What follows belongs to an exercise in optimizing a design on an open flow for small area, a short achievable clock period and few clock cycles per item; a production flow would make more cautious choices.
The RTL was checked by simulation tests, not by an equivalence proof against the original design.
No activity file was given, so power comes from the tool's default toggle rates.

==> flow/design.v (outline; a module is shown in full before it is edited, if it fits) <==
// module mmult: 1809 lines
// module fa: 4 lines
// module mul3: 3 lines
// module sel2: 3 lines
// module sel3: 3 lines
module mmult(
  input  clk,                  
  input  reset_n,              
  input  enable,               
  input  [0:9*8-1] A_mat,      
  input  [0:9*8-1] B_mat,      
  output valid,                
  output reg [0:9*17-1] C_mat  
);
  // ...
==> flow/flow/run.sh <==
#!/bin/bash
# The standard layout, with the smallest buffer on each port, a clock tree
# without dummy loads, and timing repair that aims for 65 ns of setup slack
# (a period near 25 ns) instead of stopping at any positive slack.
set -euo pipefail
bash standard.sh BUFFER_PORTS_ARGS="-buffer_cell sky130_fd_sc_hd__buf_1" \
  CTS_ARGS="-sink_clustering_enable -repair_clock_nets -dont_use_dummy_load -buf_list sky130_fd_sc_hd__clkbuf_8" \
  SETUP_SLACK_MARGIN=65 \
  finish > standard.log 2>&1
==> flow/standard.sh <==
#!/bin/bash
# synth_recipe.tcl (not shown) runs the flow's synth.tcl, then flattens the netlist and writes it again
# the make line also repeats each setting of config.mk as NAME=value (left out here)
make -C /OpenROAD-flow-scripts/flow DESIGN_CONFIG=/design/flow/config.mk WORK_HOME=/design/flow/orfs CLKGATE_MAP_FILE= SYNTH_SCRIPT=/design/flow/synth_recipe.tcl "${@:-finish}"
==> flow/config.mk <==
export PLATFORM = sky130hd
export DESIGN_NAME = mmult
export DESIGN_NICKNAME = mmult
export VERILOG_FILES = /design/flow/design.v
export SDC_FILE = /design/flow/constraint.sdc
export NUM_CORES = 4
export LEC_CHECK = 0
export CAP_MARGIN = 5
export CORE_MARGIN = 2
export CORE_UTILIZATION = 55
export PLACE_DENSITY = 0.7
export SLEW_MARGIN = 5
export SYNTH_HIERARCHICAL = 1
export SYNTH_MINIMUM_KEEP_SIZE = 0
==> flow/constraint.sdc <==
create_clock -name core_clock -period 90.0 [get_ports {clk}]
set_input_delay 18.0000 -clock core_clock [delete_from_list [all_inputs] [get_ports {clk}]]
set_output_delay 18.0000 -clock core_clock [all_outputs]
set_load 0.01 [all_outputs]
==> reports/qor.csv, run 1 <==
stage,metric,value,unit
placed_design,placed cell count,2061,
cells_and_area,flip-flop count of the largest register after layout,153,
logic_synthesis,proportion of synthesized chip area in sequential cells,26.5,%
placed_design,RD Place Congestion,0.978,
worst_setup_path,reg-to-reg setup timing slack,82180,ps
detailed_routing,number of nets with antenna violations after detailed routing,0,
logic_synthesis,total number of yosys warnings,7,
worst_setup_path,crit path kind,in2reg,
sta,worst setup slack after layout,65370,ps
cells_and_area,count of non-CTS buffers in the layout,351,
run_status,result of the run,"complete, no violations",
logic_synthesis,adder-cell area share of the yosys netlist,36.2,%
cells_and_area,layout buffering overhead excluding clock cells,7.56,%
global_routing,met1 usage in global routing,45.7,%
power_and_ir_drop,Pleak,0.00488,uW
worst_setup_path,CP Cell Sequence,buf_1 > a222oi_1 > buf_4 > clkinvlp_4 > ha_1 > nand3_2 > a21oi_1 > nor4_1 > a311o_2 > a222oi_1 > fa_1 > fa_1 > fa_1 > fa_1 > fa_1 > inv_1 > ha_1 > a41oi_1 > o21ba_2 > o221ai_1 > a311oi_1,
floorplan,Rows,65,
placed_design,area of placed instances,19500,sq um
clock_tree,clock tree from TritonCTS,built,
logic_synthesis,cell count after synthesis,1336,
cells_and_area,"commonest non-fill, non-tap cell in the layout",sky130_fd_sc_hd__buf_1,
logic_synthesis,share of flip-flops with an asynchronous set or reset after synthesis,1.92,%
power_and_ir_drop,Power Dens Cells,6.57,nW/um^2
cells_and_area,number of flip-flops and latches,156,
detailed_routing,detailed route wirelength on metal2,27000,microns
Testbench counts, summed over its fixed seeds: cycles 1,600, mults 320.
==> inputs of run 2 (changes only) <==
--- a/flow/config.mk
+++ b/flow/config.mk
@@ -7,8 +7,8 @@
 export LEC_CHECK = 0
 export CAP_MARGIN = 5
 export CORE_MARGIN = 2
-export CORE_UTILIZATION = 55
-export PLACE_DENSITY = 0.7
+export CORE_UTILIZATION = 50
+export PLACE_DENSITY = 0.6
 export SLEW_MARGIN = 5
 export SYNTH_HIERARCHICAL = 1
 export SYNTH_MINIMUM_KEEP_SIZE = 0
==> run 2 against run 1 <==
  * Still clean
  * Cell count up 2.3%
  * Synthesized cell count did not move
  * Combinational power is essentially flat
  * Area after synthesis did not move
  * Critical endpoint is now C_mat[34]$_DFFE_PP_
==> reports/qor.csv, run 2 <==
stage,metric,value,unit,change
worst_setup_path,Crit path buffers/inverters,4,,unchanged
sta,RSZ-0062 raised after global routing,no,,unchanged
placed_design,area of placed instances,19600,sq um,was 19500 sq um
worst_setup_path,kind of launch point of the worst setup path,input port,,unchanged
logic_synthesis,leading post-synthesis cells by instance count,"sky130_fd_sc_hd__fa_1, sky130_fd_sc_hd__a222oi_1, sky130_fd_sc_hd__edfxtp_1",,unchanged
detailed_routing,count of routing violations after the opening detailed-route iteration,3877,,was 4542
power_and_ir_drop,clock power share,30.0,%,was 30.6%
logic_synthesis,XOR/XNOR share of the synthesized area,2.63,%,unchanged
global_routing,wire length of the first global-routing pass,91500,microns,was 90700 microns
placed_design,RD Place Congestion,0.927,,was 0.978
detailed_routing,post-route met1 wirelength,22800,microns,was 21400 microns
logic_synthesis,share of flip-flops with an asynchronous set or reset after synthesis,1.92,%,unchanged
clock_tree,clock tree from TritonCTS,built,,unchanged
logic_synthesis,Synth cell types,51,,unchanged
cells_and_area,Area Overhead vs Synth,13.5,%,was 13.2%
cells_and_area,fraction of layout cells with a size suffix above 1,10.8,%,was 11.0%
clock_tree,clock latency of the later-clocked register in the worst-skew pair,480,ps,was 470 ps
cells_and_area,flip-flop count of the largest register after layout,153,,unchanged
sta,number of failing hold endpoints at the final stage,0,,unchanged
worst_setup_path,cell with the most instances on the worst path,sky130_fd_sc_hd__fa_1,,unchanged
worst_setup_path,delay of the slowest cell on the worst path,910,ps,was 600 ps
detailed_routing,number of nets with antenna violations after detailed routing,0,,unchanged
power_and_ir_drop,cell-internal power,97.7,uW,was 97.8 uW
detailed_routing,post-detailed-route via-to-cell ratio,7.26,,was 7.53
worst_setup_path,CP Cell Sequence,buf_1 > a222oi_1 > buf_4 > clkinvlp_4 > ha_1 > fa_2 > xor2_2 > a222oi_1 > fa_1 > fa_1 > fa_1 > fa_1 > fa_1 > fa_1 > inv_1 > ha_1 > nor4b_2 > a31oi_1 > o21ba_2 > o221ai_1 > a311oi_1,,was buf_1 > a222oi_1 > buf_4 > clkinvlp_4 > ha_1 > nand3_2 > a21oi_1 > nor4_1 > a311o_2 > a222oi_1 > fa_1 > fa_1 > fa_1 > fa_1 > fa_1 > inv_1 > ha_1 > a41oi_1 > o21ba_2 > o221ai_1 > a311oi_1
hold_path,Hold EP,row[0]$_DFFE_PN1P_,,unchanged
worst_setup_path,type of destination of the critical path,flip-flop,,unchanged
global_routing,number of antenna violations at the first check in global routing,0,,unchanged
global_routing,overall overflow remaining after global route,0,,unchanged
global_routing,maximum number of pins on one net before global-route repair,38,,was 52
clock_tree,clock sinks,156,,unchanged
cells_and_area,Antenna diodes,0,,unchanged
worst_setup_path,reg-to-reg setup timing slack,81960,ps,was 82180 ps
detailed_routing,routed length on met3,9190,microns,was 9060 microns
placed_design,half-perimeter wire length of the detailed placement result,43000,microns,was 41600 microns
logic_synthesis,number of nets produced by synthesis,1822,,unchanged
sta,Setup Total Neg Slack,0,ps,unchanged
logic_synthesis,post-synthesis compound-gate area fraction,24.8,%,unchanged
placed_design,count of input and output buffers,300,,unchanged
detailed_routing,wire length after detailed routing,62900,microns,was 61200 microns
hold_path,source of the worst hold timing path,row[0]$_DFFE_PN1P_,,unchanged
hold_path,number of cells traversed by the worst hold path,1,,unchanged
global_routing,vias in the first global route,15700,,was 16200
power_and_ir_drop,Power Total,130,uW,was 131 uW
power_and_ir_drop,Pleak,0.00484,uW,was 0.00488 uW
sta,number of max-slew violations in the final report,0,,unchanged
floorplan,vertical die dimension,192,microns,was 183 microns
sta,Final Setup Violations,0,,unchanged
floorplan,Rows,68,,was 65
power_and_ir_drop,switching part of the total power,24.9,%,was 25.4%
worst_setup_path,crit path kind,in2reg,,unchanged
worst_setup_path,end of the worst register-to-register path,C_mat[119]$_DFFE_PP_,,was C_mat[102]$_DFFE_PP_
power_and_ir_drop,switching component of the power,32.5,uW,was 33.3 uW
cells_and_area,"Cell Count, Final, Fillers Out",2144,,was 2096
worst_setup_path,standard cell with the maximum stage delay on the critical path,sky130_fd_sc_hd__xor2_2,,was sky130_fd_sc_hd__a311o_2
logic_synthesis,total number of yosys warnings,7,,unchanged
logic_synthesis,library cell with the highest instance count after synthesis,sky130_fd_sc_hd__fa_1,,unchanged
sta,setup skew after layout,27.8,ps,was 29.0 ps
cells_and_area,top register by number of flip-flops,C_mat,,unchanged
detailed_routing,drt wl/cell,29.3,microns,was 29.2 microns
logic_synthesis,adder-cell area share of the yosys netlist,36.2,%,unchanged
sta,hold slack final,713,ps,was 707 ps
logic_synthesis,mean instance size in the synthesized netlist,13.2,sq um,unchanged
hold_path,Tightest Hold Check Type,reg2reg,,unchanged
sta,Least-Margin Pin Slew,1220,ps,was 1100 ps
global_routing,overall global routing resource usage,33.7,%,was 35.7%
logic_synthesis,largest family of logic cells by synthesized area,adder cells,,unchanged
cells_and_area,"commonest non-fill, non-tap cell in the layout",sky130_fd_sc_hd__buf_1,,unchanged
sta,Fmax,0.0403,GHz,was 0.0406 GHz
clock_tree,CTS Hold Buffers Added,0,,unchanged
cells_and_area,fin nets,2177,,was 2182
clock_tree,maximum clock path buffer count,2,,unchanged
sta,fin crit period,24790,ps,was 24630 ps
clock_tree,clock buffer count from CTS,17,,unchanged
logic_synthesis,number of flops mapped to enable cells by yosys,153,,unchanged
cells_and_area,biggest registers after layout,"C_mat (153), row (3)",,unchanged
worst_setup_path,largest delay contributor family on the critical path,adder cells,,unchanged
detailed_routing,Residual DRC,0,,unchanged
detailed_routing,drt pass-1 iters,15,,was 20
worst_setup_path,r2r worst-path depth,20,,was 19
detailed_routing,detailed route wirelength on metal2,27900,microns,was 27000 microns
worst_setup_path,largest driver fanout on the critical path,14,,unchanged
detailed_routing,via count,15600,,was 15800
worst_setup_path,required time of the critical path,90260,ps,was 90200 ps
clock_tree,depth of the CTS H-tree,4,,unchanged
logic_synthesis,proportion of synthesized chip area in sequential cells,26.5,%,unchanged
logic_synthesis,cell count after synthesis,1336,,unchanged
logic_synthesis,top cell type's share of synthesized area,32.4,%,unchanged
detailed_routing,Max Used Layer,met4,,unchanged
run,maxcap violations,0,,unchanged
power_and_ir_drop,Worst IR Drop VDD,9.02,uV,was 8.25 uV
run_status,result of the run,"complete, no violations",,unchanged
logic_synthesis,cell area after technology mapping,17600,sq um,unchanged
worst_setup_path,Critical Path Source,A_mat[6],,was A_mat[21]
power_and_ir_drop,Power Dens Cells,6.51,nW/um^2,was 6.57 nW/um^2
sta,Final period util,27.5,%,was 27.4%
logic_synthesis,Main synth FF type,sky130_fd_sc_hd__edfxtp_1,,unchanged
cells_and_area,area of all placed cells without fillers,20000,sq um,about the same
logic_synthesis,post-synthesis simple-gate area fraction,7.36,%,unchanged
floorplan,total die area,36800,sq um,was 33500 sq um
power_and_ir_drop,register share of total power,60.3,%,was 59.8%
worst_setup_path,arrival time of the worst setup path,25040,ps,was 24830 ps
floorplan,horizontal extent of the die,192,microns,was 183 microns
sta,tightest slew margin relative to the limit,18.7,%,was 26.6%
logic_synthesis,biggest area contributors in the synthesized netlist,"sky130_fd_sc_hd__fa_1, sky130_fd_sc_hd__edfxtp_1, sky130_fd_sc_hd__a222oi_1",,unchanged
logic_synthesis,portion of netlist area occupied by mux cells,0.128,%,unchanged
clock_tree,"CTS clk-pin slew, worst paths",80,ps,was 70 ps
clock_tree,clock root buffer master,sky130_fd_sc_hd__clkbuf_8,,unchanged
logic_synthesis,number of synthesized register bits,156,,unchanged
floorplan,total core area,34600,sq um,was 31600 sq um
floorplan,initial core utilization,50.9,%,was 55.9%
placed_design,placed cell count,2109,,was 2061
logic_synthesis,library cell with the largest summed area after synthesis,sky130_fd_sc_hd__fa_1,,unchanged
cells_and_area,"commonest non-fill, non-tap cells in the layout","sky130_fd_sc_hd__buf_1, sky130_fd_sc_hd__fa_1, sky130_fd_sc_hd__a222oi_1",,unchanged
floorplan,total I/O pin count,301,,unchanged
worst_setup_path,Reg-to-Reg Start,row[1]$_DFFE_PN0P_,,was row[0]$_DFFE_PN1P_
power_and_ir_drop,part of the total power dissipated in combinational logic,9.8,%,was 9.6%
## run 2: cell counts after synthesis
Identical to the previous run, type by type.
## run 2: layout make-up
cell class / instances / area [sq um]
Timing Repair inverter: 5 / 25.0
Tap cell: 455 / 569
Fill cell: 2948 / 14600
Timing Repair Buffer: 346 / 1470
Clock buffer: 17 / 234
Multi-Input combinational cell: 1071 / 12700
Inverter: 94 / 372
Sequential cell: 156 / 4670
## run 2: stage by stage
| step | worst slack [ps] | utilization (%) |
|---|---|---|
| 2_1_floorplan | 65680 | - |
| 3_3_place_gp | 64260 | 56.5 |
| 3_5_place_dp | 64410 | 56.5 |
| 4_1_cts | 65000 | 57.3 |
| 5_1_grt | 65040 | 57.8 |
| 6_report | 65210 | 57.8 |
## run 2: worst max-delay path by stage
stage / endpoint / slack (ps) / cells after the start
2_1_floorplan: C_mat[136]$_DFFE_PP_ / 65680 / 19
3_3_place_gp: C_mat[136]$_DFFE_PP_ / 64260 / 19
3_5_place_dp: C_mat[119]$_DFFE_PP_ / 64410 / 21
4_1_cts: C_mat[136]$_DFFE_PP_ / 65000 / 19
5_1_grt: C_mat[136]$_DFFE_PP_ / 65040 / 21
6_report: C_mat[34]$_DFFE_PP_ / 65210 / 21
## run 2: repair_timing
item,in CTS,in global routing
setup endpoints to repair,6,57
setup buffers,2,11
gates cloned,1,4
pin swaps,1,6
resized for setup,3,13
## run 2: kinds of logic (layout without fill, tap and decap cells)
group	count (synthesis)	after routing
AOI/OAI and AO/OA	447	447
adders and majority gates	339	339
and+or+nand+nor	230	230
DFF	156	156
buffers and inverters	109	462
xor gates and xnor gates	53	53
muxes	2	2
## run 2: power groups by stage
stage	clock network, uW	registers, uW	logic, uW
after floorplan	0	80.1	5.99
after global placement	0	80.1	11.9
after detailed placement	0	80.1	12.0
after CTS	40.5	78.4	12.0
after global routing	43.2	78.4	13.2
final	39.0	78.5	12.7
## run 2: Yosys stat by module, one instance, submodules excluded
module	cell area [sq um]	copies in the design	flops+latches
sel2	12.5	72	0
mmult	7510	1	156
fa	20.0	282	0
sel3	10.0	252	0
mul3	353	3	0
## run 2: layer usage
layer / track usage [%] / vias up
met5: 0 / -
met4: 15.0 / 0
met3: 10.8 / 227
met2: 51.6 / 1395
met1: 44.0 / 7659
li1: - / 6283

[re-timing with driven ports]
No port has a modelled driver above. Below, the same layouts with a new extraction and two added sets of constraints.
Step 1 (the two cells are an assumption about what drives the block):
set clk [get_ports {clk}]
set_driving_cell -lib_cell sky130_fd_sc_hd__clkbuf_16 $clk
set_driving_cell -lib_cell sky130_fd_sc_hd__buf_2 [delete_from_list [all_inputs] $clk]
Step 2, shift: input delay + t, output delay - t, t = (earliest + latest rising clock arrival at the registers) / 2. This alone moves slack from input paths to output paths.
a / b / c = ideal / step 1 / step 2; a / b = the first two.
| run | t, ns | setup slack, ns | worst setup path after step 2 |
|---|---|---|---|
| run 1 | 0.504 | 65.366 / 65.394 / 64.890 | input to register |
| run 2 | 0.519 | 65.213 / 65.239 / 64.720 | input to register |
After both steps every run listed still meets setup and hold. For run 2, which loses most, drivers alone change the setup slack by +0.026 ns; drivers and shift together by -0.493 ns.
